Source: an optimization exercise on an open RTL-to-GDS flow (aim: small area). Production flows keep margins and buffers that such runs may drop. In this exercise RTL edits were held to simulation tests only and were not proved equivalent to the original. The clock cells of runs 3 to 6 come from the design's own scripts or RTL, not from TritonCTS. The clock input has no modelled driver; a real chip could not lean on it and would need a root buffer or a full tree. No activity file was given, so power comes from the tool's default toggle rates.

### design/flow/constraint.sdc
create_clock -name core_clock -period 30.0 [get_ports {CLK}]
set_input_delay 6.0000 -clock core_clock [delete_from_list [all_inputs] [get_ports {CLK}]]
set_output_delay 6.0000 -clock core_clock [all_outputs]
set_load 0.01 [all_outputs]
### design/flow/flow/run.sh
#!/bin/bash
# Own layout flow: the standard layout with
#  - the standard flow's synthesis script, except that abc maps with flow/abc.script and
#    the full-adder extraction is skipped (ADDER_MAP_FILE empty),
#  - port buffers of the smallest buffer cell.
# Each tool's output goes to the logs ORFS writes under orfs/logs; make's own
# output goes to flow_make.log here.
set -euo pipefail
W=$(pwd)
# flow/abc_proc.tcl is sourced right after synth_recipe.tcl's first line
{ head -n 1 synth_recipe.tcl; echo "source $W/flow/abc_proc.tcl"; tail -n +2 synth_recipe.tcl; } > own_synth.tcl
bash standard.sh "SYNTH_SCRIPT=$W/own_synth.tcl" "ADDER_MAP_FILE=" \
  "BUFFER_PORTS_ARGS=-buffer_cell sky130_fd_sc_hd__buf_1" \
  finish > flow_make.log 2>&1
### design/flow/standard.sh
#!/bin/bash
# synth_recipe.tcl (not shown) runs the flow's synth.tcl, then flattens the netlist and writes it again
# the make line also repeats each setting of config.mk as NAME=value (left out here)
make -C /OpenROAD-flow-scripts/flow DESIGN_CONFIG=/design/flow/config.mk WORK_HOME=/design/flow/orfs CLKGATE_MAP_FILE= SYNTH_SCRIPT=/design/flow/synth_recipe.tcl "${@:-finish}"
### design/flow/design.v
module Project_2( input [1:0]KEY,
						input [9:0]SW,input CLK,input RST,
						output [9:0]LED,
						output [7:0]HEXOUT_0, output [7:0]HEXOUT_1, output [7:0]HEXOUT_2, output [7:0]HEXOUT_3, output [7:0]HEXOUT_4, output [7:0]HEXOUT_5);
	function [3:0] bcd_inc(input [3:0] d, input ci);
		bcd_inc = {d[3] ^ (ci & (d[3] ? d[0] : d[2] & d[1] & d[0])),
		           d[2] ^ (ci & d[1] & d[0]),
		           d[1] ^ (ci & d[0] & ~d[3]),
		           d[0] ^ ci};
	endfunction
	reg [3:0] c1;
	wire tick = c1[2] & ~c1[1] & ~c1[0];
	wire wrap = c1[3] & c1[0];
	always @(posedge CLK)
		c1 <= RST ? 4'd0 : bcd_inc(c1, 1'b1);
	reg [6:0] m;
	reg clock_5;
	wire m_end = m[6] & m[5] & m[1] & m[0];	 
	wire [7:0] mc;	 
	assign mc[0] = wrap & ~m_end;
	genvar gi;
	generate for (gi = 0; gi < 7; gi = gi + 1) begin : mcarry
		assign mc[gi+1] = mc[gi] & m[gi];
	end endgenerate
	always @(posedge CLK) begin
		m <= (RST | (wrap & m_end)) ? 7'd0 : m ^ mc[6:0];
		clock_5 <= ~RST & (clock_5 ^ (wrap & m_end));
	end
	reg [7:0] lfsr;
	always @(posedge CLK)
		if (RST) lfsr <= 8'b01101010;
		else if (tick) lfsr <= {lfsr[3] ^ lfsr[5] ^ lfsr[7] ^ lfsr[0], lfsr[7:1]};
	reg [1:0] button_state;
	reg key0_last;
	wire press = key0_last & ~KEY[0];
	always @(posedge CLK) begin
		key0_last <= RST | KEY[0];
		if (RST | ~KEY[1])
			button_state <= 2'b00;
		else if (press)
			button_state <= {button_state[0], ~button_state[1] & ~button_state[0]};
	end
	reg [1:0] state;
	reg [9:0] dcnt;		 
	reg delay_flag;
	wire [8:0] lt;
	assign lt[0] = 1'b0;
	generate for (gi = 0; gi < 8; gi = gi + 1) begin : cmp
		assign lt[gi+1] = (~dcnt[gi+1] & lfsr[gi]) | (~(dcnt[gi+1] ^ lfsr[gi]) & lt[gi]);
	end endgenerate
	wire in_delay = (~dcnt[9] | lt[8]) & ~delay_flag;
	wire [10:0] dc;
	assign dc[0] = 1'b1;
	generate for (gi = 0; gi < 10; gi = gi + 1) begin : dcarry
		assign dc[gi+1] = dc[gi] & dcnt[gi];
	end endgenerate
	always @(posedge CLK)
		if (RST) begin
			state <= 2'b00;
			dcnt <= 10'd12;
			delay_flag <= 1'b0;
		end else if (tick)
			case (button_state)
				2'b00: state <= 2'b00;
				2'b01:
					if (in_delay) begin
						state <= 2'b01;
						dcnt <= dcnt ^ dc[9:0];
					end else begin
						state <= 2'b10;
						delay_flag <= 1'b1;
						dcnt <= 10'd12;
					end
				default: begin	 
					state <= 2'b11;
					delay_flag <= 1'b0;
				end
			endcase
	reg [3:0] r3, r2, r1, r0;
	wire r_last = r3[3] & r3[0] & r2[3] & r2[0] & r1[3] & r1[0] & r0[3] & ~r0[0];	 
	wire r_go = tick & state[1] & ~state[0];
	wire r_clr = tick & ((~state[1] & ~state[0]) | (state[1] & ~state[0] & r_last));
	wire rc1 = r_go & r0[3] & r0[0];
	wire rc2 = rc1 & r1[3] & r1[0];
	wire rc3 = rc2 & r2[3] & r2[0];
	always @(posedge CLK)
		if (r_clr) begin
			r3 <= 4'd0; r2 <= 4'd0; r1 <= 4'd0; r0 <= 4'd0;
		end else begin
			r0 <= bcd_inc(r0, r_go);
			r1 <= bcd_inc(r1, rc1);
			r2 <= bcd_inc(r2, rc2);
			r3 <= bcd_inc(r3, rc3);
		end
	reg h_max;
	reg [3:0] h3, h2, h1, h0;
	wire [15:0] rv = {r3, r2, r1, r0};
	wire [15:0] hv = {h3, h2, h1, h0};
	wire [16:0] hlt;	 
	assign hlt[0] = 1'b0;
	generate for (gi = 0; gi < 16; gi = gi + 1) begin : hcmp
		assign hlt[gi+1] = (~rv[gi] & hv[gi]) | (~(rv[gi] ^ hv[gi]) & hlt[gi]);
	end endgenerate
	always @(posedge CLK)
		if (RST) begin
			h_max <= 1'b1;
			h3 <= 4'd0; h2 <= 4'd3; h1 <= 4'd8; h0 <= 4'd3;	 
		end else if (state[1] & state[0] & (h_max | hlt[16])) begin
			h_max <= 1'b0;
			h3 <= r3; h2 <= r2; h1 <= r1; h0 <= r0;
		end
	reg buff_gate_last;
	wire buff_gate = clock_5 & state[1];
	always @(posedge CLK)
		buff_gate_last <= buff_gate;
	reg [3:0] bpos;		 
	wire bstep = buff_gate & ~buff_gate_last;
	always @(posedge CLK)
		if (RST | (bstep & bpos[3])) bpos <= 4'd0;
		else if (bstep) bpos <= {bpos[2] & bpos[1] & bpos[0], bpos[2] ^ (bpos[1] & bpos[0]), bpos[1] ^ bpos[0], ~bpos[0]};
	assign LED = {10{state[1]}};
	function [6:0] buff_lit(input [3:0] p);
		reg [8:0] o;
		begin
			o = 9'd1 << p;
			buff_lit = {o[0] | o[1] | o[5] | o[6] | o[7],		 
			            o[1],					 
			            o[0] | o[1] | o[3] | o[4] | o[7],		 
			            o[0] | o[1] | o[3] | o[4] | o[7],		 
			            o[0] | o[1] | o[3] | o[4] | o[5] | o[6],	 
			            o[0] | o[1] | o[3] | o[5] | o[6] | o[7],	 
			            o[0] | o[3] | o[5] | o[6] | o[7]};		 
		end
	endfunction
	function [3:0] add9(input [3:0] a, input [3:0] k);	 
		add9 = (a + k >= 9) ? a + k - 4'd9 : a + k;
	endfunction
	function [6:0] seg_lit(input [3:0] x);
		reg A, B, C, D;
		begin
			{A, B, C, D} = x;
			seg_lit = {A | C | (B & D) | (~B & ~D),
			           ~B | (~C & ~D) | (C & D),
			           B | ~C | D,
			           A | (~B & ~D) | (C & ~D) | (B & ~C & D) | (~B & C),
			           (~B & ~D) | (C & ~D),
			           A | (~C & ~D) | (B & ~C) | (B & ~D),
			           A | (B & ~C) | (~B & C) | (C & ~D)};
		end
	endfunction
	wire show_high = ~state[1] & SW[9] & (~SW[8] | state[0]);
	wire show_num = show_high | (state[1] & state[0]);
	wire ready = ~state[1] & ~state[0];
	wire [15:0] digits = show_high ? hv : rv;
	wire [27:0] num_lit = {seg_lit(digits[15:12]), seg_lit(digits[11:8]), seg_lit(digits[7:4]), seg_lit(digits[3:0])};
	wire [41:0] buff_l = {buff_lit(bpos), buff_lit(add9(bpos, 4'd1)), buff_lit(add9(bpos, 4'd2)),
	                      buff_lit(add9(bpos, 4'd3)), buff_lit(add9(bpos, 4'd4)), buff_lit(add9(bpos, 4'd5))};
	wire [41:0] ready_l = {7'b0000000, 7'b1000110, 7'b1001111, 7'b1110111, 7'b0111101, 7'b0111011};
	wire [41:0] lit = show_num ? {14'd0, num_lit} : ready ? ready_l : buff_l;
	assign HEXOUT_5 = {1'b1, ~lit[41:35]};
	assign HEXOUT_4 = {1'b1, ~lit[34:28]};
	assign HEXOUT_3 = {~show_num, ~lit[27:21]};
	assign HEXOUT_2 = {1'b1, ~lit[20:14]};
	assign HEXOUT_1 = {1'b1, ~lit[13:7]};
	assign HEXOUT_0 = {1'b1, ~lit[6:0]};
endmodule
### design/flow/flow/abc.script
strash
dc2
strash
&get -n
&dch -f
&nf -R 1000
&put
topo
### design/flow/flow/abc_proc.tcl
# abc runs flow/abc.script instead of the script ORFS picks
set ::own_abc_script [file join [file dirname [file normalize [info script]]] abc.script]
proc abc {args} {
  set i [lsearch -exact $args -script]
  if {$i >= 0} { lset args [expr {$i + 1}] $::own_abc_script }
  yosys abc {*}$args
}
### design/flow/config.mk
export PLATFORM = sky130hd
export DESIGN_NAME = Project_2
export DESIGN_NICKNAME = Project_2
export VERILOG_FILES = /design/flow/design.v
export SDC_FILE = /design/flow/constraint.sdc
export NUM_CORES = 4
export LEC_CHECK = 0
export CAP_MARGIN = 20
export CORE_MARGIN = 2
export CORE_UTILIZATION = 40
export SLEW_MARGIN = 20
==> results of run 1 <==
==> cells in the mapped netlist, drive strengths merged, types with 2 or more instances <==
master	number
or2	5
nor4	2
nand3	12
xor2	4
o2bb2ai	4
o21a	4
maj3	6
a21o	4
o211ai	5
a22oi	2
nand3b	2
a211oi	11
and2	10
nor3	33
nor2b	9
nand2b	8
dfxtp	74
clkinv	28
mux2i	10
or3	5
o32ai	3
a31o	2
buf	17
nand2	53
nand4	4
a21oi	53
o21ai	48
xnor2	6
o221ai	2
and3	13
o31ai	7
o22ai	10
nor2	90
a31oi	6
==> cells by family after synthesis <==
family | after synthesis | share of synthesized area, %
xor+xnor | 10 | 2.13
mux | 10 | 2.43
buf+inv | 45 | 5.65
compound gates | 168 | 24.6
other cells | 1 | 0.0910
simple gates | 248 | 27.7
fa+ha+maj | 6 | 1.46
flops | 74 | 36.0
==> routing by layer <==
layer	vias to the layer above	track usage (%)	part of all wire [%]
met4	0	6.20	1.6
met2	113	33.1	47
met5	-	0	0
met1	1938	23.9	46
li1	2133	-	-
met3	15	4.02	5.4
==> power groups by stage <==
stage | Sequential, mW | Clock [mW] | Combinational, mW
5_1_grt | 0.100 | 0.0891 | 0.0140
4_1_cts | 0.100 | 0.0847 | 0.0125
6_report | 0.100 | 0.0823 | 0.0125
3_3_place_gp | 0.102 | 0 | 0.0122
3_5_place_dp | 0.102 | 0 | 0.0124
2_1_floorplan | 0.102 | 0 | 0.00871
==> worst max-delay path, cell delays in order <==
cell and delay, ns:
buf_1 0.07, nand2b_1 0.06, nand3b_1 0.08, buf_4 0.24, nand2_1 0.49, clkinv_1 0.47
o21ai_0 0.42, nor2_1 0.19, nand4_1 0.16, nand3_1 0.08, buf_1 0.13
==> layout make-up <==
| class | instances | area [sq um] | share of cell area, % |
|---|---|---|---|
| tap | 136 | 170 | 3.67 |
| clock buffer | 9 | 124 | 2.67 |
| inverter | 28 | 105 | 2.26 |
| multi-input combinational | 447 | 2430 | 52.3 |
| timing repair buffer | 62 | 248 | 5.34 |
| clock inverter | 7 | 85.1 | 1.83 |
| sequential | 74 | 1480 | 31.9 |
==> layout by cell type (no fill, tap or decap), drive strengths merged, types with 4 or more instances in the layout <==
cell type	count
a211oi	11
a21o	4
inv	4
o2bb2ai	4
clkinv	28
or3	5
nand2b	8
clkbuf	9
nand2	53
and3	13
o21ai	48
buf	62
mux2i	10
or2	5
maj3	6
o21a	4
nor3	33
o211ai	5
o31ai	7
xor2	4
conb	5
nand4	4
a31oi	6
xnor2	6
nand3	12
a21oi	53
nor2	90
dfxtp	74
and2	10
nor2b	9
o22ai	10
==> worst max path at each step <==
stage / from / endpoint / slack (ns) / cells after the start
global route: SW[8] / HEXOUT_0[0] / 15.33 / 11
floorplan: SW[8] / HEXOUT_3[2] / 15.42 / 7
CTS: SW[8] / HEXOUT_0[0] / 15.62 / 11
finish: SW[8] / HEXOUT_0[0] / 15.60 / 11
detailed placement: SW[8] / HEXOUT_0[0] / 15.63 / 11
global placement: SW[8] / HEXOUT_0[0] / 15.63 / 11
==> impl_results.md, run 1 <==
- Status: finished clean
- Hold path depth: 2
- Vias per inst: ~5.5
- DRC: 0
- Yosys cell types: 44
- Antenna cell count: 0
- Post-DP HPWL: just under 8 mm
- CTS tree: done
- Total Routed Length: 10.7 mm
- Asr flop ratio synth: 0%
- Fin util: between 40% and 50%
- Flop pwr share: around 51%
- Leading area contributor after synthesis: dfxtp_1
- Core area: approximately 10000 sq um
- Initial antenna violation count: 0
- RSZ-0062 raised after global routing: false
- Arrival @ worst endpoint: approximately 8.4 ns
- Yosys top cell area share: roughly 36%
- FMAX: between 0.06 and 0.07 GHz
- Min-delay worst type: flop to flop
- Die ar.: between 10000 and 15000 sq um
- Largest net degree at the start of global routing: 34
- #FFs+latches synth: 74
- WHS Endpoint: h_max
- H-tree depth: 3
- Total Power: 0.195 mW
- Slack of the worst reg-to-reg path: ~26 ns
- Worst Hold Launch: h_max
- Peak VDD IR: 29.3 uV
- Number of global-route vias before repair: approximately 3800
- Routed via count: approximately 4200
- Initial Utilization: around two fifths
- Actual slew at the worst max-slew pin: between 0.7 and 0.8 ns
- Post-Syn Area: just over 4000 sq um
- Share of total power in combinational logic: ~6.4%
- WS Path Type: input port to output port
- Clock sink count: 74
- Routability congestion estimate: approximately 0.95
- Row cnt: 37
- Top flop regs: dcnt x10, lfsr x8, m x7
- Final period util: around 48%
- Reg-to-Reg End: h1[1]
- Synth Warn #: 1
- Post-CTS Resized: 0
- Most used DFF post-synth: dfxtp_1
- Hold buffer count at cts: 0
- Clock transition at path regs: 0.09 ns
- Critical path endpoint category: output port
- Required @ worst endpoint: 24.00 ns
- Num CTS Buffers: 9
- Routed Antenna Nets: 0
- FF-to-FF path depth: 19
- Area growth from synthesis to layout: 12.7%
- Leakage: 1.64 nW
- Largest reg by FF count: dcnt
- Switching share of power: roughly a quarter
- Setup Skew: ~0.0075 ns
- Initial DRC Count: 214
- Final Slew Violations: 0
- Setup TNS: 0 ns
- Final nets: 636
- Fill count: 1073
- Die Y: roughly 110 microns
- Seq/Total Area, Yosys: 36.0%
- Post-synth EDFFs: 0
- CP max FO: 33
- IO buf count: 58
- Clock buffer depth: 2
- Max reg flops: 10
- Final Hold Fails: 0
- Total track usage: 19.2%
- Synth top area cells: dfxtp_1 (36%), nor2_1 (8.2%), a21oi_1 (6.4%)
- DR pass1 iterations: 6
- Final min period: between 10 and 15 ns
- First-pass GRT wire length: between 15 and 20 mm
- Dpl ws: ~16 ns
- Maxcap violations: 0
- Final Cell Area: ~4600 sq um
- Hold Slack: between 0.4 and 0.5 ns
- CTS root buf: clkbuf_8
- Top-Level Pins: 72
- # setup viols final: 0
- Post-CTS Setup Inserts: 0
- Grt ovf: 0
- Psw: about 0.052 mW
- Area after DPL: ~4400 sq um
- Post-Layout Cell Count: 763
- Clock Latency Late Sink: approximately 0.35 ns
- Placed cells: approximately 750
- Post-synthesis cell count: roughly 560
- PnR worst setup slack: ~16 ns
- Share of layout cells above drive strength 1: 3.35%
- Avg WL per Cell: approximately 14 microns
- PwrDens: around 42 nW/um^2
- DIE WIDTH: 105 microns
- Mapped Avg Cell Area: 7.33 sq um
- Startpoint Class: input port
- Slew margin rel.: roughly half
- Reg2reg start: r0[0]
- Internal power: about 0.14 mW
- Clock power frac: about 42%
==> inputs of run 2 (changes only) <==
==> design/flow/run.sh (new file) <==
#!/bin/bash
# synth_recipe.tcl (not shown) runs the flow's synth.tcl, then flattens the netlist and writes it again
# the make line also repeats each setting of config.mk as NAME=value (left out here)
make -C /OpenROAD-flow-scripts/flow DESIGN_CONFIG=/design/flow/config.mk WORK_HOME=/design/flow/orfs CLKGATE_MAP_FILE= SYNTH_SCRIPT=/design/flow/synth_recipe.tcl finish
removed: design/flow/flow/run.sh
removed: design/flow/flow/abc.script
removed: design/flow/flow/abc_proc.tcl
removed: design/flow/standard.sh
==> run 2 against run 1 <==
Net effect:
- largest cell class unchanged
- maximum frequency shrank 9.9%
- still clean
- cell area grew 58%
- die area up 53%
==> impl_results.md, run 2 <==
- Row cnt: 46 (+24%)
- Seq/Total Area, Yosys: 23.1% (-13 points)
- Die Y: 131 microns (+24%)
- CP max stage cell: nand2_1
- Final period util: 53.3% (+5.3 points)
- Avg WL per Cell: 15.3 microns (+9.2%)
- Grt ovf: 0 (unchanged)
- FMAX: 0.0626 GHz (-9.9%)
- Dpl ws: 14.03 ns (-1.60 ns)
- Antenna cell count: 0 (unchanged)
- Max reg flops: 10 (unchanged)
- Initial antenna violation count: 0 (unchanged)
- Clock buffer depth: 2 (unchanged)
- First-pass GRT wire length: 26.6 mm (+50%)
- Die ar.: 17100 sq um (+53%)
- Synth top area cells: dfxtp_1 (23%), ha_1 (11%), mux2i_1 (5.2%)
- RSZ-0062 raised after global routing: false
- Synth Warn #: 1 (unchanged)
- Most used DFF post-synth: dfxtp_1
- Setup Skew: 0.0102 ns (+0.00266 ns)
- Asr flop ratio synth: 0% (unchanged)
- Num CTS Buffers: 9 (unchanged)
- Post-CTS Setup Inserts: 0 (unchanged)
- Mapped Avg Cell Area: 7.72 sq um (+5.4%)
- IO buf count: 58 (unchanged)
- Arrival @ worst endpoint: 9.98 ns (+1.58 ns)
- H-tree depth: 3 (unchanged)
- DRC: 0 (unchanged)
- Post-synth EDFFs: 0 (unchanged)
- CP Cell Sequence: clkdlybuf4s50_1, nand2b_1, nand3b_2, nand2_1, clkinv_1, nand2_1, a21oi_1, or2_2, clkdlybuf4s50_1
- Hold buffer count at cts: 0 (unchanged)
- Post-DP HPWL: 11.8 mm (+52%)
- Final min period: 15.98 ns (+1.58 ns)
- Routed via count: 5832 (+39%)
- Leading cell type by number of instances after synthesis: nor2_1
- Top-Level Pins: 72 (unchanged)
- Initial DRC Count: 461 (+120%)
- Peak VDD IR: 28.1 uV (-4.1%)
- Largest net degree at the start of global routing: 66 (+94%)
- Clock sink count: 74 (unchanged)
- CP max FO: 21 (-36%)
- Area growth from synthesis to layout: 14.1%
- Post-CTS Resized: 0 (unchanged)
- Most frequent cells in the layout: nor2_1 (85), dfxtp_1 (74), nand2_1 (69)
- Hold Slack: 0.460 ns (+0.0166 ns)
- Crit path largest cell delay: 0.73 ns (+0.24 ns)
- Core area: 15800 sq um (+56%)
- Vias per inst: 5.44 (-1.2%)
- DIE WIDTH: 131 microns (+24%)
- Yosys top cell area share: 23.1% (-13 points)
- Maxcap violations: 0 (unchanged)
- Initial Utilization: 40.7% (about the same)
- Routed Antenna Nets: 0 (unchanged)
- Fin util: 46.4% (+0.60 points)
- Final Hold Fails: 0 (unchanged)
- Min-delay worst type: flop to flop
- Clock transition at path regs: 0.06 ns (-0.03 ns)
- Total Routed Length: 16.5 mm (+54%)
- Leading area contributor after synthesis: dfxtp_1
- Share of layout cells above drive strength 1: 5.95% (+2.6 points)
- WS Path Type: input port to output port
- Clock Latency Late Sink: 0.34 ns (about the same)
- Number of global-route vias before repair: 5287 (+37%)
- Total Power: 0.274 mW (+41%)
- Slew margin rel.: 31.0% (-20 points)
- Final Slew Violations: 0 (unchanged)
- Routability congestion estimate: 0.863 (-8.9%)
- Post-synth top cells: nor2_1 (85), dfxtp_1 (74), nand2_1 (69)
- # setup viols final: 0 (unchanged)
- PwrDens: 37.5 nW/um^2 (-11%)
- Post-Syn Area: 6410 sq um (+56%)
- CTS root buf: clkbuf_16
- Setup TNS: 0 ns (unchanged)
- CTS tree: done
- Top flop regs: dcnt x10, lfsr x8, m x7
- Critical path endpoint category: output port
- Largest reg by FF count: dcnt
- Post-synthesis cell count: 830 (+48%)
- Yosys cell types: 80 (+82%)
- DR pass1 iterations: 5 (-1)
- Commonest non-fill, non-tap cell in the layout: nor2_1
- Leakage: 2.93 nW (+78%)
- #FFs+latches synth: 74 (unchanged)
- Required @ worst endpoint: 24.00 ns (about the same)
- Status: finished clean
- Total track usage: 19.5% (+0.26 points)
- PnR worst setup slack: 14.02 ns (-1.58 ns)
- Actual slew at the worst max-slew pin: 1.04 ns (+0.307 ns)
- Final nets: 923 (+45%)
- Startpoint Class: input port
-- run 2: changes by cell type after synthesis, moves of 23 or more --
cell,delta
ha_1,+57
inv_1,+34
xnor2_1,+30
clkbuf_1,+27
clkinv_1,-25
nand2b_1,+25
mux2i_1,+23
-- run 2: area by class of cell --
cell class	count	area, sq um
tap	216	270
timing repair buffer	65	628
clock inverter	6	65.1
inverter	39	146
fill	1647	8460
clock buffer	10	229
multi-input combinational	663	4490
sequential	74	1480
-- run 2: logic make-up (layout without fill, tap and decap cells) --
family | after synthesis | in the layout | share of synthesized area [%]
simple gates | 298 | 298 | 22.9
xor+xnor | 43 | 43 | 6.50
other cells | 1 | 5 | 0.0585
buf+inv | 97 | 120 | 7.14
fa+ha+maj | 59 | 59 | 11.4
compound gates | 220 | 220 | 22.8
flops | 74 | 74 | 23.1
mux | 38 | 38 | 6.07
-- run 2: final timing paths --
kind,from,to,slack (ns),depth (start not counted)
setup / recovery,SW[8],HEXOUT_1[3],14.02,9
hold reg to reg,h_max,h_max,0.46,1
setup reg to reg,r0[1],h1[1],27.33,10
hold / removal,h_max,h_max,0.46,1
-- run 2: layer usage --
| metal | GRT usage, % | routed length (microns) |
|---|---|---|
| met1 | 27.0 | 8080 |
| met2 | 30.6 | 7340 |
| met3 | 3.71 | 714 |
| met4 | 6.26 | 310 |
| met5 | 0 | 0 |
-- run 2: power breakdown --
| part | switching [mW] | internal (mW) |
|---|---|---|
| sequential | 0.00525 | 0.103 |
| clock | 0.0428 | 0.0645 |
| combinational | 0.0314 | 0.0278 |
-- run 2: worst max-delay path: cells and delay by family --
family | cells | cell delay (ns)
AO/OA/AOI/OAI | 1 | 0.14
buffers and inverters | 3 | 1.43
AND/OR/NAND/NOR | 5 | 2.39
-- run 2: stage by stage --
stage | instance area, sq um | cells
6_report | 7310 | 1073
5_1_grt | 7310 | 1073
3_3_place_gp | 7010 | 1057
3_5_place_dp | 7010 | 1057
2_1_floorplan | 6430 | 834
4_1_cts | 7310 | 1073
==> inputs of run 3 (changes only) <==
==> design/flow/flow/run.sh (new file) <==
#!/bin/bash
# Own layout flow: the standard layout (standard.sh), with
#  - the standard flow's synthesis script, except that abc maps with flow/abc.script and
#    the full-adder extraction is skipped (ADDER_MAP_FILE empty),
#  - port buffers of the smallest buffer cell,
#  - a clock tree built by flow/cts.tcl in place of the CTS step: a root
#    buffer and four leaf buffers, each for a group of nearby flip-flops.
# Logs: make's output in flow_place.log and flow_finish.log, the clock tree
# step's in flow_cts.log, and each ORFS step's in orfs/logs.
set -euo pipefail
W=$(pwd)
# flow/abc_proc.tcl is sourced right after synth_recipe.tcl's first line
{ head -n 1 synth_recipe.tcl; echo "source $W/flow/abc_proc.tcl"; tail -n +2 synth_recipe.tcl; } > own_synth.tcl
VARS=("SYNTH_SCRIPT=$W/own_synth.tcl" "ADDER_MAP_FILE="
  "BUFFER_PORTS_ARGS=-buffer_cell sky130_fd_sc_hd__buf_1"
  "CORE_UTILIZATION=70" "PLACE_DENSITY=0.8")
bash standard.sh "${VARS[@]}" place > flow_place.log 2>&1
R=$W/orfs/results/$FLOW_PLATFORM/Project_2/base
LIB=$FLOW_HOME/platforms/$FLOW_PLATFORM/lib/sky130_fd_sc_hd__tt_025C_1v80.lib \
PLATFORM_DIR=$FLOW_HOME/platforms/$FLOW_PLATFORM \
CTS_IN=$R/3_place.odb CTS_SDC_IN=$R/3_place.sdc CTS_OUT=$R/4_1_cts.odb \
CTS_GROUPS=4 CTS_LEAF_BUF=sky130_fd_sc_hd__clkbuf_8 CTS_ROOT_BUF=sky130_fd_sc_hd__clkbuf_4 \
  openroad -no_init -exit $W/flow/cts.tcl > flow_cts.log 2>&1
sleep 1
cp $R/4_1_cts.odb $R/4_cts.odb
sleep 1
cp $R/3_place.sdc $R/4_cts.sdc
bash standard.sh "${VARS[@]}" finish > flow_finish.log 2>&1
==> design/flow/flow/abc.script (new file) <==
strash
dc2
strash
&get -n
&dch -f
&nf -R 1000
&put
topo
==> design/flow/flow/abc_proc.tcl (new file) <==
# abc runs flow/abc.script instead of the script ORFS picks
set ::own_abc_script [file join [file dirname [file normalize [info script]]] abc.script]
proc abc {args} {
  set i [lsearch -exact $args -script]
  if {$i >= 0} { lset args [expr {$i + 1}] $::own_abc_script }
  yosys abc {*}$args
}
==> design/flow/flow/cts.tcl (new file) <==
# Clock tree for a small design: CLK drives a root clock buffer, which drives a
# few leaf buffers, each for one group of nearby flip-flops, placed at the middle
# of its group; then the placement is legalised.
# Reads $::env(CTS_IN) (odb) and $::env(CTS_SDC_IN); writes $::env(CTS_OUT).
read_liberty $::env(LIB)
read_db $::env(CTS_IN)
read_sdc $::env(CTS_SDC_IN)
source $::env(PLATFORM_DIR)/setRC.tcl
set db [ord::get_db]
set block [ord::get_db_block]
set clk_net [$block findNet CLK]
set leaf_master [$db findMaster $::env(CTS_LEAF_BUF)]
set ngroups $::env(CTS_GROUPS)

# clock sinks and their positions
set sinks {}
foreach it [$clk_net getITerms] {
  set inst [$it getInst]
  lassign [$inst getLocation] x y
  lappend sinks [list $it $x $y]
}
puts "clock sinks: [llength $sinks]"

# split the sinks into ngroups groups: k-means on their positions, started from
# strips sorted by x
set sorted [lsort -real -index 1 $sinks]
set n [llength $sorted]
set cents {}
for {set g 0} {$g < $ngroups} {incr g} {
  set lo [expr {$g * $n / $ngroups}]
  set hi [expr {($g + 1) * $n / $ngroups - 1}]
  set sx 0; set sy 0
  foreach s [lrange $sorted $lo $hi] { set sx [expr {$sx + [lindex $s 1]}]; set sy [expr {$sy + [lindex $s 2]}] }
  set k [expr {$hi - $lo + 1}]
  lappend cents [list [expr {$sx / $k}] [expr {$sy / $k}]]
}
# k-means with groups of at most cap sinks: each round, sinks pick their
# nearest centroid that still has room, the closest sink-centroid pairs first
set cap [expr {($n + $ngroups - 1) / $ngroups}]
for {set iter 0} {$iter < 30} {incr iter} {
  set pairs {}
  set si 0
  foreach s $sinks {
    for {set g 0} {$g < $ngroups} {incr g} {
      lassign [lindex $cents $g] cx cy
      lappend pairs [list [expr {abs([lindex $s 1] - $cx) + abs([lindex $s 2] - $cy)}] $si $g]
    }
    incr si
  }
  set pairs [lsort -real -index 0 $pairs]
  set groups {}
  set room {}
  for {set g 0} {$g < $ngroups} {incr g} { lappend groups {}; lappend room $cap }
  set done {}
  foreach p $pairs {
    lassign $p d si g
    if {[dict exists $done $si] || [lindex $room $g] <= 0} continue
    dict set done $si 1
    lset room $g [expr {[lindex $room $g] - 1}]
    lset groups $g [concat [lindex $groups $g] [list [lindex $sinks $si]]]
  }
  set cents {}
  foreach grp $groups {
    set sx 0; set sy 0
    foreach s $grp { set sx [expr {$sx + [lindex $s 1]}]; set sy [expr {$sy + [lindex $s 2]}] }
    set k [expr {max(1, [llength $grp])}]
    lappend cents [list [expr {$sx / $k}] [expr {$sy / $k}]]
  }
}
set groups [lsearch -all -inline -not -exact $groups {}]
foreach grp $groups { puts "group of [llength $grp]" }

proc centroid {items} {
  set sx 0; set sy 0
  foreach s $items { set sx [expr {$sx + [lindex $s 1]}]; set sy [expr {$sy + [lindex $s 2]}] }
  set k [llength $items]
  return [list [expr {int($sx / $k)}] [expr {int($sy / $k)}]]
}

proc add_buf {block master name in_net out_name x y} {
  set inst [odb::dbInst_create $block $master $name]
  set out [odb::dbNet_create $block $out_name]
  $out setSigType CLOCK
  [$inst findITerm A] connect $in_net
  [$inst findITerm X] connect $out
  $inst setLocation $x $y
  $inst setPlacementStatus PLACED
  return $out
}

if {$ngroups == 1} {
  lassign [centroid $sinks] cx cy
  foreach s $sinks { [lindex $s 0] disconnect }
  set out [add_buf $block $leaf_master clkbuf_leaf_0 $clk_net clknet_leaf_0 $cx $cy]
  foreach s $sinks { [lindex $s 0] connect $out }
} else {
  set root_master [$db findMaster $::env(CTS_ROOT_BUF)]
  lassign [centroid $sinks] cx cy
  foreach s $sinks { [lindex $s 0] disconnect }
  set root [add_buf $block $root_master clkbuf_root $clk_net clknet_root $cx $cy]
  set g 0
  foreach grp $groups {
    lassign [centroid $grp] gx gy
    set out [add_buf $block $leaf_master clkbuf_leaf_$g $root clknet_leaf_$g $gx $gy]
    foreach s $grp { [lindex $s 0] connect $out }
    incr g
  }
}
detailed_placement
check_placement
set_propagated_clock [all_clocks]
estimate_parasitics -placement
report_clock_skew
set w 0
foreach p [get_pins -hierarchical */CLK] { set s [get_property $p slew_max]; if {$s > $w} {set w $s} }
puts "max clock pin slew $w"
report_worst_slack -min
report_worst_slack -max
write_db $::env(CTS_OUT)
==> design/flow/standard.sh (new file) <==
#!/bin/bash
# synth_recipe.tcl (not shown) runs the flow's synth.tcl, then flattens the netlist and writes it again
# the make line also repeats each setting of config.mk as NAME=value (left out here)
make -C /OpenROAD-flow-scripts/flow DESIGN_CONFIG=/design/flow/config.mk WORK_HOME=/design/flow/orfs CLKGATE_MAP_FILE= SYNTH_SCRIPT=/design/flow/synth_recipe.tcl "${@:-finish}"
removed: design/flow/run.sh
==> run 3 against run 2 <==
Net effect:
- clock power is 61% lower
- highest routed layer unchanged
- worst setup slack better by 1.1 ns
- sequential power is 7% lower
- maximum frequency is 7.3% higher
- first-iteration DRC count is 21% lower
- synthesized cell count is 32% lower
- largest power group unchanged
- total power is 44% lower
- register-to-register slack worse by 1.8 ns
==> impl_results.md, run 3 <==
- Leakage: 1.56 nW (-47%)
- DIE WIDTH: 80.7 microns (-38%)
- Routed Antenna Nets: 0 (unchanged)
- Critical path endpoint category: output port
- Total track usage: 31.9% (+12 points)
- Reg-to-Reg End: h1[2]
- Maxcap violations: 0 (unchanged)
- Number of global-route vias before repair: 3912 (-26%)
- Top-Level Pins: 72 (unchanged)
- Final Hold Fails: 0 (unchanged)
- Seq/Total Area, Yosys: 36.0% (+13 points)
- Flop pwr share: 65.0% (+26 points)
- Final nets: 631 (-32%)
- Commonest non-fill, non-tap cell in the layout: nor2_1
- WS Path Type: input port to output port
- #FFs+latches synth: 74 (unchanged)
- Met2 usage: 62.6% (+32 points)
- Clock Latency Late Sink: 0.38 ns (+0.04 ns)
- Crit path largest cell delay: 0.79 ns (+0.06 ns)
- Share of total power in combinational logic: 8.1% (-14 points)
- Sequential standard cell area: 1480 sq um (unchanged)
- Total Routed Length: 10.5 mm (-36%)
- # setup viols final: 0 (unchanged)
- Routed via count: 4290 (-26%)
- Initial Utilization: 73.5% (+33 points)
- Yosys top cell area share: 36.0% (+13 points)
- Die ar.: 6520 sq um (-62%)
- Synth Warn #: 1 (unchanged)
- Yosys cell types: 44 (-45%)
- Asr flop ratio synth: 0% (unchanged)
- Avg WL per Cell: 15.3 microns (-0.26%)
- Clock power frac: 26.9% (-12 points)
- DR pass1 iterations: 5 (unchanged)
- Switching share of power: 24.3% (-4.7 points)
- Bufs and invs on worst path: 3 (unchanged)
- Required @ worst endpoint: 24.00 ns (about the same)
- FF-to-FF path depth: 20 (+10)
- Setup Skew: 0.0121 ns (+0.00195 ns)
- Area growth from synthesis to layout: 6.80%
- PwrDens: 35.1 nW/um^2 (-6.5%)
- Arrival @ worst endpoint: 8.90 ns (-1.08 ns)
- Leading area contributor after synthesis: dfxtp_1
- Initial DRC Count: 364 (-21%)
- Slew margin rel.: 26.7% (-4.3 points)
- Final min period: 14.90 ns (-1.08 ns)
- Most frequent CP cell: nand2_1
- Clock transition at path regs: 0.10 ns (+0.04 ns)
- Reg2reg start: r0[0]
- Synth top area cells: dfxtp_1 (36%), nor2_1 (8.2%), a21oi_1 (6.4%)
- Max reg flops: 10 (unchanged)
- Die Y: 80.7 microns (-38%)
- Min-delay worst type: flop to flop
- Post-synthesis cell count: 562 (-32%)
- IO buf count: 58 (unchanged)
- Grt ovf: 0 (unchanged)
- Post-Syn Area: 4120 sq um (-36%)
- Antenna cell count: 0 (unchanged)
- FMAX: 0.0671 GHz (+7.3%)
- RSZ-0062 raised after global routing: false
- Placed cells: 682 (-35%)
- Worst Hold Launch: h_max
- Multi-input logic area: 2420 sq um (-46%)
- Top flop regs: dcnt x10, lfsr x8, m x7
- Post-synth EDFFs: 0 (unchanged)
- Final period util: 49.7% (-3.6 points)
- Leading cell type by number of instances after synthesis: nor2_1
- Initial antenna violation count: 0 (unchanged)
- Status: finished clean
- Core area: 5610 sq um (-64%)
- Post-DP HPWL: 7.60 mm (-36%)
- Largest net degree at the start of global routing: 34 (-48%)
- Post-synth top cells: nor2_1 (90), dfxtp_1 (74), a21oi_1 (53), nand2_1 (53), o21ai_0 (48)
- Top cell family by delay on the critical path: simple AND/OR/NAND/NOR gates
- Peak VDD IR: 47.3 uV (+68%)
- Vias per inst: 6.24 (+15%)
- Setup TNS: 0 ns (unchanged)
- CP Cell Sequence: buf_1, nand2b_1, nand3b_1, buf_4, nand2_1, nor2_1, nand2_1, or3_1, a21oi_1, nand2_1, o31ai_1, buf_1
- Row cnt: 27 (-41%)
- Most frequent cells in the layout: nor2_1 (90), dfxtp_1 (74), buf_1 (58)
- Most used DFF post-synth: dfxtp_1
- WHS Endpoint: h_max
- Post-Layout Cell Count: 687 (-36%)
- First-pass GRT wire length: 17.1 mm (-36%)
- Largest reg by FF count: dcnt
- Startpoint Class: input port
- Fill count: 419 (-75%)
- CP max FO: 33 (+57%)
- DRC: 0 (unchanged)
- Routability congestion estimate: 0.974 (+13%)
- CP max stage cell: nor2_1
- Busiest grt layer: met2
- Internal power: 0.117 mW (-40%)
- Final Slew Violations: 0 (unchanged)
- Met1 Use GR: 37.5% (+11 points)
- Slack of the worst reg-to-reg path: 25.51 ns (-1.82 ns)
- Psw: 0.0375 mW (-53%)
- Mapped Avg Cell Area: 7.33 sq um (-5.1%)
- Actual slew at the worst max-slew pin: 1.10 ns (+0.0605 ns)
- Met3 GRT Util: 2.92% (-0.78 points)
- Share of layout cells above drive strength 1: 1.30% (-4.7 points)
- Hold path depth: 2 (+1)
==> run 3: changes by cell type after synthesis, sizes merged, moves of 6 or more <==
cell    delta
clkinv    +25
ha        -57
clkbuf    -27
nand2b    -25
nand2     -17
a211oi     -6
mux2i     -24
buf       -14
inv       -36
and3       +7
nor3       +9
xnor2     -31
==> run 3: final cells by class <==
type                            count  share of cell area, %
Buffer                              5                   1.42
Tap cell                           72                   2.05
Inverter                           28                   2.39
Timing Repair Buffer               61                   5.46
Sequential cell                    74                   33.7
Multi-Input combinational cell    447                   55.0
==> run 3: worst max path at each step <==
stage | startpoint | cells after the start | to
global route | SW[8] | 12 | HEXOUT_3[6]
floorplan | SW[8] | 7 | HEXOUT_3[2]
global placement | SW[8] | 10 | HEXOUT_3[2]
detailed placement | SW[8] | 10 | HEXOUT_3[2]
finish | SW[8] | 12 | HEXOUT_3[6]
==> run 3: kinds of logic after synthesis <==
logic type	after synthesis	synth area share, %
flops	74	36.0
mux	10	2.43
fa+ha+maj	6	1.46
simple gates	248	27.7
buf+inv	45	5.65
compound gates	168	24.6
other cells	1	0.0910
xor+xnor	10	2.13
==> run 3: metal layers <==
layer / part of all wire (%) / vias to the layer above
met5: 0 / -
met4: 1.1 / 0
met3: 6.8 / 8
met2: 52 / 159
met1: 41 / 2014
li1: - / 2109
==> run 3: power groups by stage <==
stage                     logic (mW)  clock network (mW)  registers (mW)
final                         0.0126              0.0415           0.100
after global routing          0.0140              0.0451           0.100
after detailed placement      0.0123                   0           0.102
after global placement        0.0119                   0           0.102
after floorplan              0.00871                   0           0.102
==> run 3: metrics by stage <==
stage | worst slack (ns) | power [mW] | util [%] | area, sq um | hold WS, ns
5_1_grt | 14.90 | 0.159 | 78.5 | 4400 | 0.476
6_report | 15.10 | 0.154 | 78.5 | 4400 | 0.460
3_3_place_gp | 15.25 | 0.114 | 77.4 | 4340 | 0.430
2_1_floorplan | 15.42 | 0.111 | - | 4140 | 0.417
3_5_place_dp | 15.21 | 0.115 | 77.4 | 4340 | 0.433
==> run 3: worst min-delay path: cells and delay by family (launching register included) <==
kind / cells / cell delay (ns)
and+or+nand+nor: 2 / 0.11
DFF: 1 / 0.32
==> inputs of run 4 (changes only) <==
--- a/design/flow/design.v
+++ b/design/flow/design.v
@@ -94,3 +94,2 @@
 		end
-	reg h_max;
 	reg [3:0] h3, h2, h1, h0;
@@ -105,6 +104,4 @@
 		if (RST) begin
-			h_max <= 1'b1;
-			h3 <= 4'd0; h2 <= 4'd3; h1 <= 4'd8; h0 <= 4'd3;	 
-		end else if (state[1] & state[0] & (h_max | hlt[16])) begin
-			h_max <= 1'b0;
+			h3 <= 4'd12; h2 <= 4'd3; h1 <= 4'd8; h0 <= 4'd3;
+		end else if (state[1] & state[0] & hlt[16]) begin
 			h3 <= r3; h2 <= r2; h1 <= r1; h0 <= r0;
@@ -118,32 +115,14 @@
 	always @(posedge CLK)
-		if (RST | (bstep & bpos[3])) bpos <= 4'd0;
+		if (RST | (bstep & bpos[3])) bpos <= 4'd0;	 
 		else if (bstep) bpos <= {bpos[2] & bpos[1] & bpos[0], bpos[2] ^ (bpos[1] & bpos[0]), bpos[1] ^ bpos[0], ~bpos[0]};
 	assign LED = {10{state[1]}};
-	function [6:0] buff_lit(input [3:0] p);
-		reg [8:0] o;
+	localparam [335:0] BUFF_M = 336'he3029b9b7bebe971014d4d3d7574b800a6a69ebabadc80d3d3cfdd5d6e406969676e2e3720b4b4b3b797;
+	localparam [41:0] BUFF_8 = 42'b000000010111111111110000000000111110011100;
+	localparam [55:0] SEG_M = 56'hed9ffb6d45717c;
+	localparam [6:0] SEG_0 = 7'h7E, SEG_8 = 7'h7F, SEG_9 = 7'h7B;
+	function [6:0] seg_lit(input [3:0] x);
+		integer k;
 		begin
-			o = 9'd1 << p;
-			buff_lit = {o[0] | o[1] | o[5] | o[6] | o[7],		 
-			            o[1],					 
-			            o[0] | o[1] | o[3] | o[4] | o[7],		 
-			            o[0] | o[1] | o[3] | o[4] | o[7],		 
-			            o[0] | o[1] | o[3] | o[4] | o[5] | o[6],	 
-			            o[0] | o[1] | o[3] | o[5] | o[6] | o[7],	 
-			            o[0] | o[3] | o[5] | o[6] | o[7]};		 
-		end
-	endfunction
-	function [3:0] add9(input [3:0] a, input [3:0] k);	 
-		add9 = (a + k >= 9) ? a + k - 4'd9 : a + k;
-	endfunction
-	function [6:0] seg_lit(input [3:0] x);
-		reg A, B, C, D;
-		begin
-			{A, B, C, D} = x;
-			seg_lit = {A | C | (B & D) | (~B & ~D),
-			           ~B | (~C & ~D) | (C & D),
-			           B | ~C | D,
-			           A | (~B & ~D) | (C & ~D) | (B & ~C & D) | (~B & C),
-			           (~B & ~D) | (C & ~D),
-			           A | (~C & ~D) | (B & ~C) | (B & ~D),
-			           A | (B & ~C) | (~B & C) | (C & ~D)};
+			for (k = 0; k < 7; k = k + 1)
+				seg_lit[k] = x[3] ? (x[2] ? SEG_0[k] : x[0] ? SEG_9[k] : SEG_8[k]) : SEG_M[k*8 + x[2:0]];
 		end
@@ -155,4 +134,6 @@
 	wire [27:0] num_lit = {seg_lit(digits[15:12]), seg_lit(digits[11:8]), seg_lit(digits[7:4]), seg_lit(digits[3:0])};
-	wire [41:0] buff_l = {buff_lit(bpos), buff_lit(add9(bpos, 4'd1)), buff_lit(add9(bpos, 4'd2)),
-	                      buff_lit(add9(bpos, 4'd3)), buff_lit(add9(bpos, 4'd4)), buff_lit(add9(bpos, 4'd5))};
+	wire [41:0] buff_l;
+	generate for (gi = 0; gi < 42; gi = gi + 1) begin : buffdec
+		assign buff_l[gi] = bpos[3] ? BUFF_8[gi] : BUFF_M[gi*8 + bpos[2:0]];
+	end endgenerate
 	wire [41:0] ready_l = {7'b0000000, 7'b1000110, 7'b1001111, 7'b1110111, 7'b0111101, 7'b0111011};
--- a/design/flow/flow/run.sh
+++ b/design/flow/flow/run.sh
@@ -2,3 +2,3 @@
 # Own layout flow: the standard layout (standard.sh), with
-#  - the standard flow's synthesis script, except that abc maps with flow/abc.script and
+#  - the standard flow's synthesis script, except that abc maps with flow/abc.script (deepsyn, then dch and nf) and
 #    the full-adder extraction is skipped (ADDER_MAP_FILE empty),
@@ -6,3 +6,3 @@
 #  - a clock tree built by flow/cts.tcl in place of the CTS step: a root
-#    buffer and four leaf buffers, each for a group of nearby flip-flops.
+#    buffer and eight leaf buffers, each for a group of nearby flip-flops.
 # Logs: make's output in flow_place.log and flow_finish.log, the clock tree
@@ -21,3 +21,3 @@
 CTS_IN=$R/3_place.odb CTS_SDC_IN=$R/3_place.sdc CTS_OUT=$R/4_1_cts.odb \
-CTS_GROUPS=4 CTS_LEAF_BUF=sky130_fd_sc_hd__clkbuf_8 CTS_ROOT_BUF=sky130_fd_sc_hd__clkbuf_4 \
+CTS_GROUPS=8 CTS_LEAF_BUF=sky130_fd_sc_hd__clkbuf_4 CTS_ROOT_BUF=sky130_fd_sc_hd__clkbuf_2 \
   openroad -no_init -exit $W/flow/cts.tcl > flow_cts.log 2>&1
==> design/flow/flow/abc.script (replaced) <==
strash
&get -n
&deepsyn -T 60
&put
dc2
strash
&get -n
&dch -f
&nf -R 1000
&put
topo
==> run 4 against run 3 <==
Net effect:
- cell area down 6.5%
- register-to-register slack improved by 0.28 ns
- largest power group unchanged
- largest cell class unchanged
- highest routed layer unchanged
- worst hold slack better by 0.012 ns
- combinational power rose by 130%
- still clean on timing, DRC and antenna
- first-iteration DRC count fell by 19%
- synthesized area decreased by 7.3%
==> impl_results.md, run 4 <==
- Status: finished clean
- Critical path endpoint category: output port
- Yosys cell types: 45 (+2.3%)
- FMAX: 0.0644 GHz (-4.0%)
- Initial Utilization: 73.8% (+0.33 points)
- Avg WL per Cell: 13.6 microns (-11%)
- #FFs+latches synth: 73 (-1.4%)
- Leading area contributor after synthesis: dfxtp_1
- Routability congestion estimate: 0.961 (-1.3%)
- Yosys top cell area share: 38.3% (+2.3 points)
- Post-DP HPWL: 6.44 mm (-15%)
- Share of layout cells above drive strength 1: 2.33% (+1.0 points)
- Largest net degree at the start of global routing: 31 (-8.8%)
- First-pass GRT wire length: 14.5 mm (-15%)
- Post-synthesis cell count: 501 (-11%)
- Simple-Gate Fraction of Synth Area: 25.1% (-2.7 points)
- Synth top area cells: dfxtp_1 (38%), a21oi_1 (7.5%), nor2_1 (5.1%)
- Top flop regs: dcnt x10, lfsr x8, m x7
- Post-Layout Cell Count: 629 (-8.4%)
- DIE WIDTH: 77.8 microns (-3.6%)
- Die ar.: 6060 sq um (-7.0%)
- Required @ worst endpoint: 24.00 ns (about the same)
- Commonest non-fill, non-tap cell in the layout: dfxtp_1
- Post-synth EDFFs: 0 (unchanged)
- Max reg flops: 10 (unchanged)
- Post-synthesis compound-gate area fraction: 24.9% (+0.34 points)
- Share of total power in combinational logic: 16.9% (+8.8 points)
- Area after DPL: 4030 sq um (-7.2%)
- Final Slew Violations: 0 (unchanged)
- Total track usage: 27.9% (-3.9 points)
- Routed Antenna Nets: 0 (unchanged)
- DR pass1 iterations: 7 (+2)
- WS Path Type: input port to output port
- Post-Syn Area: 3820 sq um (-7.3%)
- Clock power frac: 22.8% (-4.1 points)
- Post-synth top cells: dfxtp_1 (73), a21oi_1 (57), nor2_1 (52)
- PnR worst setup slack: 14.48 ns (-0.625 ns)
- Hold Slack: 0.472 ns (+0.0124 ns)
- Final nets: 575 (-8.9%)
- Maxcap violations: 0 (unchanged)
- Peak VDD IR: 38.7 uV (-18%)
- Sequential standard cell area: 1460 sq um (-1.4%)
- Grt ovf: 0 (unchanged)
- CP max FO: 13 (-61%)
- Actual slew at the worst max-slew pin: 1.09 ns (-0.00956 ns)
- Top-Level Pins: 72 (unchanged)
- Slew margin rel.: 27.3% (+0.64 points)
- Largest reg by FF count: dcnt
- Psw: 0.0501 mW (+34%)
- Multi-input logic area: 2090 sq um (-14%)
- Setup TNS: 0 ns (unchanged)
- Total Power: 0.175 mW (+13%)
- Most frequent cells in the layout: dfxtp_1 (73), buf_1 (58), a21oi_1 (57)
- Startpoint Class: input port
- PwrDens: 42.4 nW/um^2 (+21%)
- Leakage: 1.56 nW (+0.11%)
- Synth Warn #: 1 (unchanged)
- Core area: 5170 sq um (-7.8%)
- Asr flop ratio synth: 0% (unchanged)
- Die Y: 77.8 microns (-3.6%)
- Seq/Total Area, Yosys: 38.3% (+2.3 points)
- Row cnt: 26 (-3.7%)
- Final Hold Fails: 0 (unchanged)
- Clock Latency Late Sink: 0.48 ns (+0.10 ns)
- Final period util: 51.7% (+2.1 points)
- Switching share of power: 28.7% (+4.4 points)
- IO buf count: 58 (unchanged)
- Min-delay worst type: flop to flop
- Leading cell type by number of instances after synthesis: dfxtp_1
- Setup Skew: 0.0238 ns (+0.0117 ns)
- Largest family of logic cells by synthesized area: simple AND/OR/NAND/NOR gates
- Antenna cell count: 0 (unchanged)
- Dpl ws: 14.02 ns (-1.19 ns)
- Flop pwr share: 60.3% (-4.7 points)
- Multiplexer share of the synthesized area: 0.787% (-1.6 points)
- Routed via count: 3700 (-14%)
- Area growth from synthesis to layout: 7.74%
- Total Routed Length: 8.58 mm (-18%)
- Fill count: 389 (-7.2%)
- Number of global-route vias before repair: 3283 (-16%)
- Post-Synth Adder-Cell Area: 1.31% (-0.15 points)
- Arrival @ worst endpoint: 9.52 ns (+0.62 ns)
- Clock transition at path regs: 0.09 ns (about the same)
- Most used DFF post-synth: dfxtp_1
- RSZ-0062 raised after global routing: false
- Mapped Avg Cell Area: 7.62 sq um (+3.9%)
- Initial DRC Count: 296 (-19%)
- Fin util: 79.5% (+1.0 points)
- Final Cell Area: 4110 sq um (-6.5%)
- Internal power: 0.124 mW (+6.5%)
- # setup viols final: 0 (unchanged)
- Final min period: 15.52 ns (+0.625 ns)
- Vias per inst: 5.88 (-5.8%)
- Synth Area in XOR/XNOR: 2.06% (-0.061 points)
- Placed cells: 618 (-9.4%)
- Initial antenna violation count: 0 (unchanged)
- DRC: 0 (unchanged)
## run 4: changes by cell type after synthesis, moves of 6 or more
| cell | change |
|---|---|
| nor2_1 | -38 |
| o21ai_0 | -23 |
| clkinv_1 | +14 |
| a22o_1 | +9 |
| a211oi_1 | -8 |
| a22oi_1 | +8 |
| and3_1 | +8 |
| mux2i_1 | -7 |
| o31ai_1 | -6 |
## run 4: final timing paths
| check | startpoint | to | slack, ns | cells after the start |
|---|---|---|---|---|
| setup / recovery | SW[9] | HEXOUT_2[0] | 14.48 | 19 |
| hold / removal | h0[0] | h0[0] | 0.47 | 2 |
| setup reg to reg | r0[0] | h2[0] | 25.79 | 18 |
| hold reg to reg | h0[0] | h0[0] | 0.47 | 2 |
## run 4: final cells by class
class	instances	share of cell area, %
Timing Repair Buffer	62	6.21
Buffer	9	1.58
Tap cell	70	2.13
Inverter	42	3.83
Sequential cell	73	35.5
Multi-Input combinational cell	373	50.7
## run 4: worst max-delay path, cell delays in order
cell and delay, ns:
buf_1 0.11, clkinv_1 0.05, o21ai_0 0.10, nand3b_1 0.42
nand2_1 0.38, clkinv_1 0.18, o21ai_0 0.15, nor2_1 0.37
nand2_1 0.17, a21oi_1 0.29, nor2_1 0.13, nand2_1 0.11
nand2_1 0.11, nand2b_1 0.17, nand2_1 0.09, o21ai_0 0.25
o21ai_0 0.18, nand2_1 0.11, buf_1 0.15
## run 4: cell families after synthesis
| logic type | after synthesis |
|---|---|
| compound gates | 150 |
| xor+xnor | 9 |
| fa+ha+maj | 5 |
| buf+inv | 59 |
| flops | 73 |
| mux | 3 |
| other cells | 1 |
| simple gates | 201 |
## run 4: routing by layer
| metal | up-vias | track usage [%] | wire length [microns] |
|---|---|---|---|
| li1 | 1899 | - | - |
| met1 | 1649 | 36.9 | 3820 |
| met2 | 136 | 50.4 | 4090 |
| met3 | 16 | 1.98 | 506 |
| met4 | 0 | 4.82 | 161 |
| met5 | - | 0 | 0 |
## run 4: power groups by stage
| stage | combinational (mW) | sequential (mW) | clock, mW |
|---|---|---|---|
| detailed placement | 0.0288 | 0.107 | 0 |
| global route | 0.0335 | 0.106 | 0.0448 |
| floorplan | 0.0222 | 0.106 | 0 |
| global placement | 0.0281 | 0.107 | 0 |
| finish | 0.0294 | 0.105 | 0.0399 |
==> inputs of run 5 (changes only) <==
--- a/design/flow/design.v
+++ b/design/flow/design.v
@@ -81,3 +81,3 @@
 	wire r_go = tick & state[1] & ~state[0];
-	wire r_clr = tick & ((~state[1] & ~state[0]) | (state[1] & ~state[0] & r_last));
+	wire r_clr = (~state[1] & ~state[0]) | (r_go & r_last);
 	wire rc1 = r_go & r0[3] & r0[0];
@@ -132,3 +132,3 @@
 	wire ready = ~state[1] & ~state[0];
-	wire [15:0] digits = show_high ? hv : rv;
+	wire [15:0] digits = state[1] ? rv : hv;
 	wire [27:0] num_lit = {seg_lit(digits[15:12]), seg_lit(digits[11:8]), seg_lit(digits[7:4]), seg_lit(digits[3:0])};
--- a/design/flow/flow/run.sh
+++ b/design/flow/flow/run.sh
@@ -2,3 +2,3 @@
 # Own layout flow: the standard layout (standard.sh), with
-#  - the standard flow's synthesis script, except that abc maps with flow/abc.script (deepsyn, then dch and nf) and
+#  - the standard flow's synthesis script, except that abc maps with flow/abc.script (deepsyn, then dch and amap) and
 #    the full-adder extraction is skipped (ADDER_MAP_FILE empty),
==> design/flow/flow/abc.script (replaced) <==
strash
&get -n
&deepsyn -T 90
&put
strash
dch -f
amap
topo
==> run 5 against run 4 <==
Net effect:
- still clean
- cell area shrank 1.9%
- routed wire length increased by 6.4%
- via count up 5.8%
- clock power rose by 3%
- critical path type unchanged
==> impl_results.md, run 5 <==
- Status: finished clean
- Largest reg by FF count: dcnt
- Top flop regs: dcnt x10, lfsr x8, m x7
- PnR worst setup slack: 14.24 ns (-0.242 ns)
- Number of global-route vias before repair: 3573 (+8.8%)
- Avg WL per Cell: 14.1 microns (+3.5%)
- Yosys cell types: 38 (-16%)
- Post-Syn Area: 3760 sq um (-1.4%)
- DRC: 0 (unchanged)
- Asr flop ratio synth: 0% (unchanged)
- Synth top area cells: dfxtp_1 (39%), nor2_1 (10%), clkinv_1 (7.9%)
- RSZ-0062 raised after global routing: false
- Reg-to-Reg End: h1[1]
- WS Path Type: input port to output port
- FF-to-FF path depth: 23 (+5)
- Slew margin rel.: 32.9% (+5.6 points)
- # setup viols final: 0 (unchanged)
- Critical path endpoint category: output port
- Commonest non-fill, non-tap cell in the layout: nor2_1
- Routed Antenna Nets: 0 (unchanged)
- Sequential standard cell area: 1460 sq um (unchanged)
- Final Slew Violations: 0 (unchanged)
- Clock Latency Late Sink: 0.49 ns (about the same)
- Largest net degree at the start of global routing: 32 (+3.2%)
- Mapped Avg Cell Area: 7.22 sq um (-5.2%)
- Crit. Startpoint: SW[8]
- IO buf count: 58 (unchanged)
- Peak VDD IR: 36.1 uV (-6.7%)
- Post-DP HPWL: 6.94 mm (+7.7%)
- Leading cell type by number of instances after synthesis: nor2_1
- Share of layout cells above drive strength 1: 1.91% (-0.42 points)
- Min-delay worst type: flop to flop
- Worst Hold Launch: clock_5
- Final min period: 15.76 ns (+0.242 ns)
- Core area: 5140 sq um (-0.63%)
- Most frequent cells in the layout: nor2_1 (103), clkinv_1 (79), dfxtp_1 (73)
- Initial Utilization: 73.2% (-0.60 points)
- Yosys top cell area share: 38.8% (+0.56 points)
- Final nets: 593 (+3.1%)
- Fill count: 412 (+5.9%)
- Setup Skew: 0.0255 ns (+0.00177 ns)
- Post-synth top cells: nor2_1 (103), clkinv_1 (79), dfxtp_1 (73)
- Startpoint Class: input port
- Total Routed Length: 9.13 mm (+6.4%)
- Setup TNS: 0 ns (unchanged)
- Antenna cell count: 0 (unchanged)
- Grt ovf: 0 (unchanged)
- Die ar.: 5980 sq um (-1.4%)
- Arrival @ worst endpoint: 9.76 ns (+0.24 ns)
- Maxcap violations: 0 (unchanged)
- Multi-input logic area: 1890 sq um (-9.3%)
- Initial antenna violation count: 0 (unchanged)
- Synth Warn #: 1 (unchanged)
- Leakage: 1.32 nW (-15%)
- Total track usage: 30.1% (+2.2 points)
- First-pass GRT wire length: 15.4 mm (+6.0%)
- Leading area contributor after synthesis: dfxtp_1
- Vias per inst: 6.05 (+2.9%)
- Hold path depth: 2 (unchanged)
- DIE WIDTH: 77.3 microns (-0.68%)
- FMAX: 0.0634 GHz (-1.5%)
- Area after DPL: 3970 sq um (-1.4%)
- Dpl ws: 14.40 ns (+0.380 ns)
- Top-Level Pins: 72 (unchanged)
- Most used DFF post-synth: dfxtp_1
- Seq/Total Area, Yosys: 38.8% (+0.56 points)
- Slack of the worst reg-to-reg path: 25.90 ns (+0.11 ns)
- Row cnt: 26 (unchanged)
- Routability congestion estimate: 0.951 (-1.0%)
- Reg2reg start: r0[3]
- #FFs+latches synth: 73 (unchanged)
- Clock transition at path regs: 0.10 ns (about the same)
- Final Cell Area: 4040 sq um (-1.9%)
- Fin util: 78.5% (-1.0 points)
- Final period util: 52.5% (+0.81 points)
- Post-synth EDFFs: 0 (unchanged)
- WHS Endpoint: buff_gate_last
- Max reg flops: 10 (unchanged)
- Final Hold Fails: 0 (unchanged)
- Die Y: 77.3 microns (-0.68%)
- PwrDens: 40.2 nW/um^2 (-5.3%)
- Actual slew at the worst max-slew pin: 1.01 ns (-0.0804 ns)
- Routed via count: 3915 (+5.8%)
- CP max FO: 10 (-3)
- Initial DRC Count: 294 (-0.68%)
- Post-synthesis cell count: 521 (+4.0%)
- Area growth from synthesis to layout: 7.25%
- DR pass1 iterations: 6 (-1)
- Required @ worst endpoint: 24.00 ns (about the same)
-- run 5: worst max path at each step --
| stage | endpoint | slack, ns | depth (start not counted) |
|---|---|---|---|
| after global placement | HEXOUT_2[5] | 14.51 | 18 |
| after global routing | HEXOUT_2[5] | 13.82 | 19 |
| after floorplan | HEXOUT_2[5] | 14.61 | 15 |
| after detailed placement | HEXOUT_2[5] | 14.40 | 19 |
| final | HEXOUT_2[5] | 14.24 | 19 |
-- run 5: report_power, final --
group          leakage [nW]  switching, mW  internal (mW)
clock network        0.0410         0.0280         0.0131
logic                 0.692         0.0151        0.00633
registers             0.590        0.00137         0.0984
total                  1.32         0.0445          0.118
-- run 5: worst max-delay path, cell delays in order --
cell	delay [ns]
buf_1	0.08
o21ai_0	0.07
o21ai_0	0.07
buf_4	0.19
clkinv_1	0.25
nor2_1	0.25
nand2_1	0.25
clkinv_1	0.14
o21ai_0	0.30
nor2_1	0.19
nor2_1	0.07
o21ai_0	0.43
nor2_1	0.07
o21ai_0	0.22
nor2b_1	0.42
nor2_1	0.08
nor2_1	0.26
o311ai_0	0.21
buf_1	0.20
-- run 5: logic make-up (layout without fill, tap and decap cells) --
kind of cell    count (synthesis)  after routing  share of synthesized area (%)
other cells                     1              5                         0.0997
flops                          73             73                           38.8
simple gates                  202            202                           23.9
compound gates                149            149                           25.9
buf+inv                        96            148                           11.3
-- run 5: final cells by class --
type	count	share of cell area [%]
timing repair buffer	60	5.77
sequential	73	36.2
buffer	9	1.61
multi-input combinational	356	46.9
tap	70	2.17
inverter	79	7.35
-- run 5: routing by layer --
layer | routed length [microns] | global-route usage [%] | vias up
met1 | 3860 | 37.7 | 1795
li1 | - | - | 1940
met3 | 586 | 2.82 | 21
met4 | 236 | 11.8 | 0
met2 | 4450 | 53.2 | 159
met5 | 0 | 0 | -
-- run 5: stage by stage --
stage          power, mW  std cells  hold slack [ns]
5_1_grt            0.169        647            0.486
3_5_place_dp       0.123        638            0.451
6_report           0.162        647            0.468
3_3_place_gp       0.122        638            0.439
2_1_floorplan      0.116        525            0.427
==> inputs of run 6 (changes only) <==
--- a/design/flow/flow/run.sh
+++ b/design/flow/flow/run.sh
@@ -2,3 +2,3 @@
 # Own layout flow: the standard layout (standard.sh), with
-#  - the standard flow's synthesis script, except that abc maps with flow/abc.script (deepsyn, then dch and amap) and
+#  - the standard flow's synthesis script, except that abc maps with flow/abc.script (deepsyn, then dch and amap), keeping the best of four seeds, and
 #    the full-adder extraction is skipped (ADDER_MAP_FILE empty),
==> design/flow/flow/abc.script (replaced) <==
strash
&get -n
&deepsyn -T 45 -S @SEED@
&put
strash
dch -f
amap
topo
==> design/flow/flow/abc_proc.tcl (replaced) <==
# abc maps with flow/abc.script instead of the script ORFS picks. The script is
# run once per seed in ::own_abc_seeds (its @SEED@ replaced by the seed), each
# time from the same design, and the run with the smallest cell area is kept.
set ::own_flow_dir [file dirname [file normalize [info script]]]
set ::own_abc_seeds {0 1 2 3}
proc own_area {} {
  set lib [lindex $::env(LIB_FILES) 0]
  set s [tee -q -s result.string stat -liberty $lib]
  if {[regexp {Chip area for module[^:]*:\s*([0-9.]+)} $s -> a]} { return $a }
  return 1e30
}
proc abc {args} {
  set i [lsearch -exact $args -script]
  if {$i < 0} { yosys abc {*}$args; return }
  set tmpl [read [open [file join $::own_flow_dir abc.script]]]
  yosys design -save own_abc_pre
  set best 1e30
  set best_seed -1
  foreach seed $::own_abc_seeds {
    yosys design -load own_abc_pre
    set f [file join $::env(OBJECTS_DIR) own_abc_$seed.script]
    set fh [open $f w]
    puts $fh [string map [list @SEED@ $seed] $tmpl]
    close $fh
    lset args [expr {$i + 1}] $f
    yosys abc {*}$args
    set a [own_area]
    puts "own abc seed $seed: area $a"
    if {$a < $best} { set best $a; set best_seed $seed; yosys design -save own_abc_best }
  }
  puts "own abc: kept seed $best_seed, area $best"
  yosys design -load own_abc_best
}
==> run 6 against run 5 <==
Net effect:
- still clean on timing, DRC and antenna
- die area fell by 1.2%
- worst hold slack got worse by 0.026 ns
- largest power group unchanged
- combinational power fell by 13%
- sequential power barely moved
- largest cell class unchanged
- flip-flop and latch count did not move
- core utilization fell by 0.43 points
- routed wire length fell by 3.6%
==> impl_results.md, run 6 <==
- Status: finished clean
- Mapped Avg Cell Area: 7.26 sq um (+0.47%)
- Leading area contributor after synthesis: dfxtp_1
- Die ar.: 5910 sq um (-1.2%)
- DIE WIDTH: 76.9 microns (-0.60%)
- Avg WL per Cell: 13.8 microns (-2.2%)
- Post-Syn Area: 3710 sq um (-1.3%)
- FMAX: 0.0630 GHz (-0.75%)
- Grt ovf: 0 (unchanged)
- Share of layout cells above drive strength 1: 1.94% (+0.030 points)
- Min-delay worst type: flop to flop
- Most frequent cells in the layout: nor2_1 (104), clkinv_1 (79), dfxtp_1 (73)
- Synth top area cells: dfxtp_1 (39%), nor2_1 (11%), clkinv_1 (8.0%)
- Largest reg by FF count: dcnt
- Routed Antenna Nets: 0 (unchanged)
- Final Slew Violations: 0 (unchanged)
- IO buf count: 58 (unchanged)
- Placed cells: 629 (-1.4%)
- Die Y: 76.9 microns (-0.60%)
- DRC: 0 (unchanged)
- Vias per inst: 6.05 (about the same)
- Most used DFF post-synth: dfxtp_1
- Critical path endpoint category: output port
- RSZ-0062 raised after global routing: false
- DR pass1 iterations: 6 (unchanged)
- #FFs+latches synth: 73 (unchanged)
- # setup viols final: 0 (unchanged)
- Worst Hold Launch: clock_5
- Total Routed Length: 8.81 mm (-3.6%)
- FF-to-FF path depth: 16 (-30%)
- WS Path Type: input port to output port
- Area after DPL: 3920 sq um (-1.2%)
- Post-synth EDFFs: 0 (unchanged)
- Row cnt: 26 (unchanged)
- Antenna cell count: 0 (unchanged)
- Setup TNS: 0 ns (unchanged)
- Leakage: 1.31 nW (-1.3%)
- Area growth from synthesis to layout: 7.34% (about the same)
- Reg-to-Reg End: h2[2]
- Top-Level Pins: 72 (unchanged)
- PwrDens: 39.8 nW/um^2 (-1.1%)
- Leading cell type by number of instances after synthesis: nor2_1
- Peak VDD IR: 38.7 uV (+7.2%)
- Final min period: 15.88 ns (+0.119 ns)
- Asr flop ratio synth: 0% (unchanged)
- Required @ worst endpoint: 24.00 ns (about the same)
- Largest net degree at the start of global routing: 35 (+9.4%)
- Dpl ws: 14.27 ns (-0.127 ns)
- Core area: 5110 sq um (-0.63%)
[run 6: changes by cell type after synthesis, moves of 3 or more]
cell and change:
o221a_1 -3, o221ai_1 +4, a31oi_1 +3, a21oi_1 -3, or2_0 -4, o22a_1 +3, a221o_1 +3, nor3_1 +4
or3_1 -6, o32ai_1 -3, nor2b_1 -5
[run 6: stage by stage]
| stage | power [mW] | util, % |
|---|---|---|
| after floorplan | 0.115 | - |
| after global placement | 0.120 | 76.8 |
| after detailed placement | 0.120 | 76.8 |
| after global routing | 0.165 | 78.1 |
| final | 0.159 | 78.1 |
[run 6: worst max path at each step]
stage,start,endpoint,slack [ns],depth (start not counted)
2_1_floorplan,SW[9],HEXOUT_1[0],14.01,17
3_3_place_gp,SW[9],HEXOUT_1[0],14.32,20
3_5_place_dp,SW[8],HEXOUT_1[0],14.27,21
6_report,SW[8],HEXOUT_1[0],14.12,21
5_1_grt,SW[9],HEXOUT_1[0],13.60,20
[run 6: power by group]
| part | total, mW | internal, mW | switching (mW) |
|---|---|---|---|
| logic | 0.0187 | 0.00575 | 0.0129 |
| registers | 0.0995 | 0.0981 | 0.00137 |
| clock network | 0.0404 | 0.0131 | 0.0273 |
| total | 0.159 | 0.117 | 0.0416 |
[run 6: cell families (layout without fill, tap and decap cells)]
group           Yosys count  count (layout)  synth area share, %
simple gates            191             191                 22.0
flops                    73              73                 39.3
buf+inv                  96             148                 11.4
other cells               1               5                0.101
compound gates          151             151                 27.1
[run 6: layout make-up]
| type | count | area, sq um |
|---|---|---|
| flip-flops and latches | 73 | 1460 |
| fillers | 411 | 1120 |
| repair buffers | 60 | 233 |
| well taps | 70 | 87.6 |
| multi-input cells | 347 | 1840 |
| plain buffers | 9 | 65.1 |
| inverters | 79 | 297 |
[run 6: routing by layer]
metal  vias to the layer above  track usage (%)  share of wire [%]
met2                       153             52.4                 49
met5                         -                0                  0
met1                      1782             37.3                 43
met4                         0             6.36                1.1
li1                       1916                -                  -
met3                        10             2.59                6.8
[run 6: worst max-delay path, cell delays in order]
cell,delay (ns)
buf_1,0.07
o21ai_0,0.06
o21ai_0,0.07
buf_4,0.23
o21ai_0,0.28
nor2_1,0.23
clkinv_1,0.11
nor2_1,0.37
nor2_1,0.13
nor3_1,0.48
nor2_1,0.17
nor2_1,0.28
a21oi_1,0.15
nor2_1,0.20
nor2_1,0.08
nor3_1,0.30
clkinv_1,0.13
nand2_1,0.09
nor3_1,0.07
a211oi_1,0.19
buf_1,0.18

re-timing with driven ports:
In the flow no input, the clock included, has a driving cell. The finished layouts below were timed again as built, in two steps.
Step 1, drivers: a clkbuf_16 drives CLK and a buf_2 each remaining input, both assumed.
Step 2 also shifts input and output timing later by t, the mid clock arrival at the registers, as if the neighbouring blocks saw the same clock.
Slacks: ideal ports / drivers / drivers and shift; pairs: ideal ports / drivers.
run	t, ns	setup WS [ns]
run 1	0.376	15.603 / 15.580 / 15.580
run 2	0.370	14.021 / 13.997 / 13.997
run 3	0.402	15.102 / 15.074 / 15.074
run 4	0.490	14.477 / 14.456 / 14.456
run 5	0.499	14.235 / 14.214 / 14.214
run 6	0.471	14.117 / 14.090 / 14.090
After both steps every run listed still meets setup and hold.
